This design comes from an exercise in tuning for small area, a short achievable clock period and few clock cycles per item on the open sky130 flow, not from production work.
At most, simulation tests tie the RTL to the original design; equivalence was not proved.
Power figures rest on the tool's default switching activity, not on a simulated workload.

red:
## risc
module risc (
    input         reset,
    input         clk0,
    input  [31:0] mem_datain,
    output [23:0] paddr,
    output [31:0] mem_dataout,
    output        mem_req,
    output        mem_rdwr,
    output        halted
);
reg  [23:0] pc;     
reg  [31:0] acc;
reg  [31:0] ir;     
reg         e;      
reg         hlt;    
reg         c_jmp, c_jge, c_jne;    
reg         c_sto;                  
reg         c_inv, c_sub;           
reg         c_we;                   
reg         c_ld, c_add, c_swp, c_shr, c_shl;
reg         c_g, c_p;               
wire take = c_jmp | (c_jge & ~acc[31]) | (c_jne & (|acc));
assign paddr       = (e | take) ? ir[23:0] : pc;
assign mem_dataout = acc;
assign mem_req     = ~hlt;
assign mem_rdwr    = ~(e & c_sto);
assign halted      = hlt;
wire [7:0] o   = mem_datain[31:24];
wire       def = (o[7:4] == 4'h0);
wire       d_lda = def & (o[3:0] == 4'h0);
wire       d_sto = def & (o[3:0] == 4'h1);
wire       d_add = def & (o[3:0] == 4'h2);
wire       d_sub = def & (o[3:0] == 4'h3);
wire       d_jmp = def & (o[3:0] == 4'h4);
wire       d_jge = def & (o[3:0] == 4'h5);
wire       d_jne = def & (o[3:0] == 4'h6);
wire       d_stp = def & (o[3:0] == 4'h7);
wire       d_shr = def & (o[3:0] == 4'h8);
wire       d_shl = def & (o[3:0] == 4'h9);
wire       d_and = def & (o[3:0] == 4'ha);
wire       d_or  = def & (o[3:0] == 4'hb);
wire       d_xor = def & (o[3:0] == 4'hc);
wire       d_com = def & (o[3:0] == 4'hd);
wire       d_swp = def & (o[3:0] == 4'he);
  ...
For scale: about 910 cells after synthesis, ~93 I/O pins.
==> flow/config.mk <==
export PLATFORM = sky130hd
export DESIGN_NAME = risc
export DESIGN_NICKNAME = risc
export VERILOG_FILES = /design/flow/design.v
export SDC_FILE = /design/flow/constraint.sdc
export NUM_CORES = 4
export LEC_CHECK = 0
export ABC_AREA = 1
export CAP_MARGIN = 20
export CORE_MARGIN = 2
export CORE_UTILIZATION = 40
export SETUP_SLACK_MARGIN = 2.5
export SLEW_MARGIN = 20
==> flow/constraint.sdc <==
create_clock -name core_clock -period 6.5 [get_ports {clk0}]
set_input_delay 1.3000 -clock core_clock [delete_from_list [all_inputs] [get_ports {clk0}]]
set_output_delay 1.3000 -clock core_clock [all_outputs]
set_load 0.01 [all_outputs]
standard.sh (not shown) runs the stock make flow with config.mk's settings and CLKGATE_MAP_FILE= SYNTH_SCRIPT=/design/flow/synth_recipe.tcl, a recipe that flattens the netlist after the stock synthesis.
==> flow/flow/run.sh <==
#!/bin/bash
# Own flow: the standard layout (standard.sh, ORFS make) with the ports
# buffered by the smallest buffer instead of the default delay buffer. The
# resizer still upsizes any port buffer that timing or slew needs.
set -euo pipefail
bash standard.sh BUFFER_PORTS_ARGS="-buffer_cell sky130_fd_sc_hd__buf_1" finish > make_finish.log 2>&1
red finished end to end and its layout was clean on timing, DRC and antenna.
diff inputs: red => blue
-- flow/config.mk --
<<< red, line 10
export CORE_MARGIN = 2
export CORE_UTILIZATION = 40
export SETUP_SLACK_MARGIN = 2.5
export SLEW_MARGIN = 20
>>> blue, line 10
export CORE_MARGIN = 2
export CORE_UTILIZATION = 40
export SETUP_SLACK_MARGIN = 3.0
export SLEW_MARGIN = 20
Notes after the runs:
blue has completed all stages; timing, DRC and antenna checks passed.
Taking red as the reference, in blue routed wirelength normalized by instance count higher, final instance area higher, fraction of layout instances using a drive strength above 1 higher, total design power higher.
Function was not checked in any run of this note: the RTL went through the layout flow alone.

* * *

risc, a different RTL version from the one above (not shown whole).
Size in the first run: about 1100 cells after synthesis.
Settings: LEC_CHECK=0, ABC_AREA=1, CAP_MARGIN=20, CORE_MARGIN=2, CORE_UTILIZATION=40, SETUP_SLACK_MARGIN=4.0, SLEW_MARGIN=20; clock period 6.5 ns.
Scripts as last shown in full above: flow/flow/run.sh
Rerun with:
Settings changed: SETUP_SLACK_MARGIN 4.0 to 3.8.
After rerunning: The new run finished clean. Routed wire length decreases by a few percent. Via count fell by a few percent. Setup slack gets worse by 0.089 ns. Non-clock buffer count drops by 5. Final area goes down by a few percent. Hold slack gets worse by 0.0080 ns. Global-route usage came out lower by 1.2 points.
Rerun with:
Settings changed: SETUP_SLACK_MARGIN 3.8 to 3.9.
What happened:
- die area does not change
- power rose by about 0.7%
- count of clock-buffer cells in the layout fell by 1
- wire length rose by about 3%
Rerun with:
Settings changed: SETUP_SLACK_MARGIN 3.9 to 4.2.
Effect: The changed run finished clean; design area went up by about 9%; power went up by about 4%; critical path depth went down by 1; sequential share of layout area went down by 1.7 points; maximum frequency went down by about 1.6%; synthesized area stays the same; register-to-register slack gets worse by 0.04 ns.
No run of this note included a check of the RTL's function; only the layout flow was run.

* * *

Another version of the RTL of risc (not shown whole).
Size: roughly 1,000 cells after synthesis.
==> flow/config.mk <==
export PLATFORM = sky130hd
export DESIGN_NAME = risc
export DESIGN_NICKNAME = risc
export VERILOG_FILES = /design/flow/design.v
export SDC_FILE = /design/flow/constraint.sdc
export NUM_CORES = 4
export LEC_CHECK = 0
export ABC_AREA = 1
export CAP_MARGIN = 20
export CORE_MARGIN = 2
export CORE_UTILIZATION = 40
export SETUP_SLACK_MARGIN = 3.6
export SLEW_MARGIN = 20
==> flow/constraint.sdc <==
create_clock -name core_clock -period 6.5 [get_ports {clk0}]
set_input_delay 1.3000 -clock core_clock [delete_from_list [all_inputs] [get_ports {clk0}]]
set_output_delay 1.3000 -clock core_clock [all_outputs]
set_load 0.01 [all_outputs]
Scripts as last shown in full above: flow/flow/run.sh
The starting point passed the timing, design-rule and antenna checks.
Change:
Settings changed: SETUP_SLACK_MARGIN 3.6 to 3.8.
The changed run produced a clean layout.
Global-route usage went up by 0.83 points.
Cell area climbs by 6.8%.
Total power climbs by 4.6%.
Function was not checked in any run of this note: the RTL went through the layout flow alone.

* * *

Another version of the RTL of risc (not shown whole).
Size in the first run: roughly 1000 cells after synthesis, ~100 flip-flops, about 93 I/O pins.
clock: 6.5 ns
lec_check: 0
abc_area: 1
cap_margin: 20
core_margin: 2
core_utilization: 40
setup_slack_margin: 4.1
slew_margin: 20
Scripts as last shown in full above: flow/flow/run.sh
The starting point ran to the end with no violations.
Testbench counts at the start, summed over its fixed seeds: cycles 64,424, instructions 36,867.
Edit:
- SETUP_SLACK_MARGIN: 4.1 -> 3.5
Cell count goes down by a few percent.
Critical path depth came out lower by 5.
Maximum frequency shrinks by a little under a tenth.
Hold slack gets better by 5.6 ps.
Combinational power goes down by a little under a tenth.
Synthesized cell count does not change.
Power fell by a few percent.
Sequential power barely changes.
Synthesized area does not change.
Non-clock buffer count decreases by 52.
Edit:
- SETUP_SLACK_MARGIN: 3.5 -> 4.4
Effect: Worst setup slack is better by 110 ps; final cell count goes up by roughly a tenth; total power rose by about a fifth; first-iteration DRC count grows by about a fifth; clock-buffer cell count went down by 2.
Edit:
- SETUP_SLACK_MARGIN: 4.4 -> 3.9
Result:
- The new run completed without violations
- die area is unchanged
- global-route usage came out lower by 2.5 points
- setup slack gains 20 ps
- non-clock buffer count came out lower by 109
- wire length came out lower by 12%
- maximum frequency came out higher by 0.73%
- hold slack loses 32 ps
- power came out lower by 14%
- utilization came out lower by 11 points
- clock-buffer cell count came out higher by 2

* * *

Another version of the RTL of risc (not shown whole).
Size in the first run: ~1200 cells after synthesis, ~93 I/O pins, about 0.0077 mm2 of cells after synthesis.
clock: 6.5 ns
lec_check: 0
abc_area: 1
cap_margin: 20
core_margin: 2
core_utilization: 40
setup_slack_margin: 3.0
slew_margin: 20
Scripts as last shown in full above: flow/flow/run.sh
Change:
- SETUP_SLACK_MARGIN: 3.0 -> 3.5
Routed wire length rose by 2.5%.
Register-to-register slack is better by 0.40 ns.
Count of clock-buffer cells in the layout is unchanged.
Sequential share of layout area shrinks by 1.2 points.
Worst hold slack improves by 0.0067 ns.
Cell count grows by 1.5%.
Power is higher by 3.9%.
Core utilization came out higher by 2.1 points.
Setup slack improved by 0.38 ns.
Non-clock buffer count rose by 21.
Function was not checked in any run of this note: the RTL went through the layout flow alone.

* * *

risc, a different RTL version from the one above (not shown whole).
Size in the first run: ~1000 cells after synthesis, roughly 100 flip-flops, roughly 93 I/O pins, about 6800 sq um of cells after synthesis.
clock: 6.5 ns
lec_check: 0
abc_area: 1
cap_margin: 20
core_margin: 2
core_utilization: 40
setup_slack_margin: 3.5
slew_margin: 20
==> flow/flow/run.sh <==
#!/bin/bash
# Own flow: the standard layout (standard.sh, ORFS make) with two changes:
#  - synthesis maps the logic with ABC script flow/abc.script (registers are
#    mapped before ABC, so they are the standard synthesis's); flow/synth.tcl
#    is synth_recipe.tcl with ABC's script swapped;
#  - the ports are buffered by the smallest buffer instead of the default
#    delay buffer (the resizer still upsizes any that timing or slew needs).
set -euo pipefail
here=$(pwd)
export MY_ABC_SCRIPT=$here/flow/abc.script
bash standard.sh SYNTH_SCRIPT=$here/flow/synth.tcl \
  BUFFER_PORTS_ARGS="-buffer_cell sky130_fd_sc_hd__buf_1" finish > make_finish.log 2>&1
==> flow/flow/abc.script <==
strash
dch
map -a
topo
stime -c
buffer -c
upsize -c
dnsize -c
==> flow/flow/synth.tcl <==
# synth_recipe.tcl (the standard synthesis) with ABC's -script replaced by $MY_ABC_SCRIPT.
proc synth {args} { yosys synth -nofsm -noshare {*}$args }
proc abc {args} {
  set i [lsearch -exact $args -script]
  if {$i >= 0 && [info exists ::env(MY_ABC_SCRIPT)] && $::env(MY_ABC_SCRIPT) ne ""} {
    lset args [expr {$i + 1}] $::env(MY_ABC_SCRIPT)
  }
  puts "MY_ABC: abc $args"
  yosys abc {*}$args
}
source $::env(SCRIPTS_DIR)/synth.tcl
# left out here: clear keep_hierarchy, flatten, clean up, hide names made inside functions, write 1_2_yosys.v
Change:
==> flow/flow/run.sh (replaced) <==
#!/bin/bash
# Own flow: the standard layout (standard.sh, ORFS make) with the ports
# buffered by the smallest buffer instead of the default delay buffer. The
# resizer still upsizes any port buffer that timing or slew needs.
set -euo pipefail
bash standard.sh BUFFER_PORTS_ARGS="-buffer_cell sky130_fd_sc_hd__buf_1" finish > make_finish.log 2>&1
removed: flow/flow/abc.script
removed: flow/flow/synth.tcl
Result: The new run ran to the end with no violations; hold slack gains 0.0043 ns; maximum frequency rises by about 15%; area after synthesis rises by about 10%; setup slack gets better by 0.43 ns.
Change:
- CTS_BUF_LIST: not set -> sky130_fd_sc_hd__clkbuf_8
What happened:
- The changed run finished with timing, DRC and antenna clean
- worst setup slack is worse by 0.017 ns
- hold slack barely changes
- final area is lower by about 0.8%
- clock skew rose by 0.0046 ns
- total power drops by 4.0%
- synthesized cell count does not change
- routed wire length stays flat
- combinational power is about the same
- via count rose by about 0.7%
- global-route usage barely changes
- clock power came out lower by about 25%
No run of this note included a check of the RTL's function; only the layout flow was run.

* * *

Starting RTL as in the previous note.
Settings: LEC_CHECK=0, ABC_AREA=1, CAP_MARGIN=20, CORE_MARGIN=2, CORE_UTILIZATION=40, SETUP_SLACK_MARGIN=3.5, SLEW_MARGIN=20; clock period 6.5 ns.
==> flow/flow/run.sh <==
#!/bin/bash
# Own flow: the standard layout (standard.sh, ORFS make) with two changes:
#  - synthesis maps the logic with ABC script flow/abc.script (registers are
#    mapped before ABC, so they are the standard synthesis's); flow/synth.tcl
#    is synth_recipe.tcl with ABC's script swapped;
#  - the ports are buffered by the smallest buffer instead of the default
#    delay buffer (the resizer still upsizes any that timing or slew needs).
set -euo pipefail
here=$(pwd)
export MY_ABC_SCRIPT=$here/flow/abc.script
bash standard.sh SYNTH_SCRIPT=$here/flow/synth.tcl \
  BUFFER_PORTS_ARGS="-buffer_cell sky130_fd_sc_hd__buf_1" finish > make_finish.log 2>&1
==> flow/flow/abc.script <==
strash
dch
amap
topo
stime -c
buffer -c
upsize -c
dnsize -c
==> flow/flow/synth.tcl <==
# synth_recipe.tcl (the standard synthesis) with ABC's -script replaced by $MY_ABC_SCRIPT.
proc synth {args} { yosys synth -nofsm -noshare {*}$args }
proc abc {args} {
  set i [lsearch -exact $args -script]
  if {$i >= 0 && [info exists ::env(MY_ABC_SCRIPT)] && $::env(MY_ABC_SCRIPT) ne ""} {
    lset args [expr {$i + 1}] $::env(MY_ABC_SCRIPT)
  }
  puts "MY_ABC: abc $args"
  yosys abc {*}$args
}
source $::env(SCRIPTS_DIR)/synth.tcl
# left out here: clear keep_hierarchy, flatten, clean up, hide names made inside functions, write 1_2_yosys.v
Change:
==> flow/flow/run.sh (replaced) <==
#!/bin/bash
# Own flow: the standard layout (standard.sh, ORFS make) with the ports
# buffered by the smallest buffer instead of the default delay buffer. The
# resizer still upsizes any port buffer that timing or slew needs.
set -euo pipefail
bash standard.sh BUFFER_PORTS_ARGS="-buffer_cell sky130_fd_sc_hd__buf_1" finish > make_finish.log 2>&1
CORE_UTILIZATION = 55   (was 40)
PLACE_DENSITY = 0.75   (was not set)
removed: flow/flow/abc.script
removed: flow/flow/synth.tcl
After rerunning: First-iteration DRC count rises by 13%; clock-buffer cell count fell by 5; design area climbs by 4.3%; maximum frequency climbs by about 50%; via count increases by 12%; cell count rose by about 18%; routed wire length grows by 2.0%; total power went down by 0.70%; clock skew is about the same.
No functional check of the RTL was part of any run of this note.

* * *

## middle
Another version of the RTL of risc (not shown whole).
Size in the first run: ~1100 cells after synthesis, about 100 flip-flops, roughly 93 I/O pins, about 0.0071 sq mm of cells after synthesis.
==> flow/design.v (excerpt) <==
module risc (
    input         reset,
    input         clk0,
    input  [31:0] mem_datain,
    output [23:0] paddr,
    output [31:0] mem_dataout,
    output        mem_req,
    output        mem_rdwr,
    output        halted
);
export LEC_CHECK = 0
export ABC_AREA = 1
export CAP_MARGIN = 20
export CORE_MARGIN = 2
export CORE_UTILIZATION = 40
export SETUP_SLACK_MARGIN = 3.5
export SLEW_MARGIN = 20
create_clock -name core_clock -period 6.5 [get_ports {clk0}]
==> flow/flow/run.sh <==
#!/bin/bash
# Own flow: the standard layout (standard.sh, ORFS make) with the ports
# buffered by the smallest buffer instead of the default delay buffer. The
# resizer still upsizes any port buffer that timing or slew needs.
set -euo pipefail
bash standard.sh BUFFER_PORTS_ARGS="-buffer_cell sky130_fd_sc_hd__buf_1" finish > make_finish.log 2>&1
Testbench counts of middle, summed over its fixed seeds: cycles 64,424, instructions 36,867.
Input changes introduced in north (baseline for comparison: middle):
-- flow/config.mk --
<<< middle, line 11
export CORE_UTILIZATION = 40
export SETUP_SLACK_MARGIN = 3.5
export SLEW_MARGIN = 20
>>> north, line 11
export CORE_UTILIZATION = 40
export SETUP_SLACK_MARGIN = 3.8
export SLEW_MARGIN = 20
Findings:
north vs. middle: combinational cell fraction of total power higher; delay contributed by the slowest stage of the critical path closely matched the old numbers; routed wire length went up 3.4%; clock distribution power now larger; total number of vias rose by 111.
Compared with middle, north shows cell area power density lower by 5.1%.
north and middle ended up with roughly the same final critical-path setup slack.

* * *

## oak
Another version of the RTL of risc (not shown whole).
Size in the first run: roughly 1200 cells after synthesis, roughly 110 flip-flops, about 0.0077 mm2 of cells after synthesis.
Settings: LEC_CHECK=0, ABC_AREA=1, CAP_MARGIN=20, CORE_MARGIN=2, CORE_UTILIZATION=40, SETUP_SLACK_MARGIN=3.0, SLEW_MARGIN=20; clock period 6.5 ns.
Scripts as last shown in full above: flow/flow/run.sh
No stage failed in oak, and the final checks on the layout all came back clean.
#### Input delta (pine over oak)
- a change of SETUP_SLACK_MARGIN from 3.0 to 3.5
Results
- Lower final worst-path setup slack goes to oak over pine.
- Between pine and oak, the final setup TNS figures differ only marginally.
- In pine, the final routed wirelength across all metal layers came out 470 um below the value in oak.
- Lower clock network fraction of design power was reported by oak, not pine.
- What pine reported for non-clock buffer count has to be multiplied by 0.839 to get the figure for oak.
- Cmp pine and oak / layout net count / higher: pine
- paddr[19] as the endpoint of the most critical setup path was reported by oak, and paddr[9] by pine.
Function was not checked in any run of this note: the RTL went through the layout flow alone.

-- static timing again, ports no longer ideal --
Ports are ideal in the flow. The routed layouts listed here were re-timed in OpenROAD. Step 1: set_driving_cell puts a clkbuf_16 on clk0 and a buf_2 on each other input, an assumption about the parent block. Step 2 moves the port delays by t, midway between the first and last clock arrival at a register: inputs arrive t later, outputs are due t later. That takes back most of the time a late clock gives input paths. a / b / c = ideal / step 1 / step 2; a / b = the first two.
run | t (ns) | setup slack, ns | worst data-port slew with drivers (ns)
red | 0.399 | 2.814 / 2.769 / 2.847 | 0.03
blue | 0.401 | 3.061 / 3.016 / 3.177 | 0.03
the first run of note 2 | 0.405 | 3.923 / 3.923 / 3.576 | 0.03
the second run of note 2 | 0.401 | 3.834 / 3.834 / 3.546 | 0.03
the third run of note 2 | 0.409 | 3.873 / 3.873 / 3.626 | 0.04
the fourth run of note 2 | 0.404 | 3.831 / 3.831 / 3.679 | 0.06
the first run of note 3 | 0.405 | 3.561 / 3.584 / 3.179 | 0.05
the second run of note 3 | 0.403 | 3.789 / 3.798 / 3.396 | 0.06
the first run of note 4 | 0.408 | 3.866 / 3.838 / 3.430 | 0.08
the second run of note 4 | 0.406 | 3.657 / 3.657 / 3.276 | 0.07
the third run of note 4 | 0.402 | 3.765 / 3.724 / 3.322 | 0.09
the fourth run of note 4 | 0.405 | 3.785 / 3.735 / 3.330 | 0.09
the first run of note 5 | 0.404 | 3.180 / 3.202 / 2.798 | 0.04
the second run of note 5 | 0.414 | 3.556 / 3.576 / 3.162 | 0.04
the first run of note 6 | 0.400 | 3.132 / 3.132 / 3.017 | 0.06
the second run of note 6 | 0.408 | 3.566 / 3.566 / 3.191 | 0.04
the third run of note 6 | 0.435 | 3.549 / 3.549 / 3.185 | 0.04
the first run of note 7 | 0.405 | 2.008 / 2.008 / 2.008 | 0.03
the second run of note 7 | 0.405 | 3.474 / 3.474 / 3.195 | 0.04
middle | 0.403 | 3.477 / 3.477 / 3.265 | 0.05
north | 0.406 | 3.476 / 3.476 / 3.333 | 0.05
oak | 0.402 | 3.196 / 3.151 / 3.108 | 0.04
pine | 0.404 | 3.498 / 3.452 / 3.382 | 0.06
After both steps every run listed still meets setup and hold. For the fourth run of note 4, which loses most, drivers alone change the setup slack by -0.050 ns; drivers and shift together by -0.455 ns.
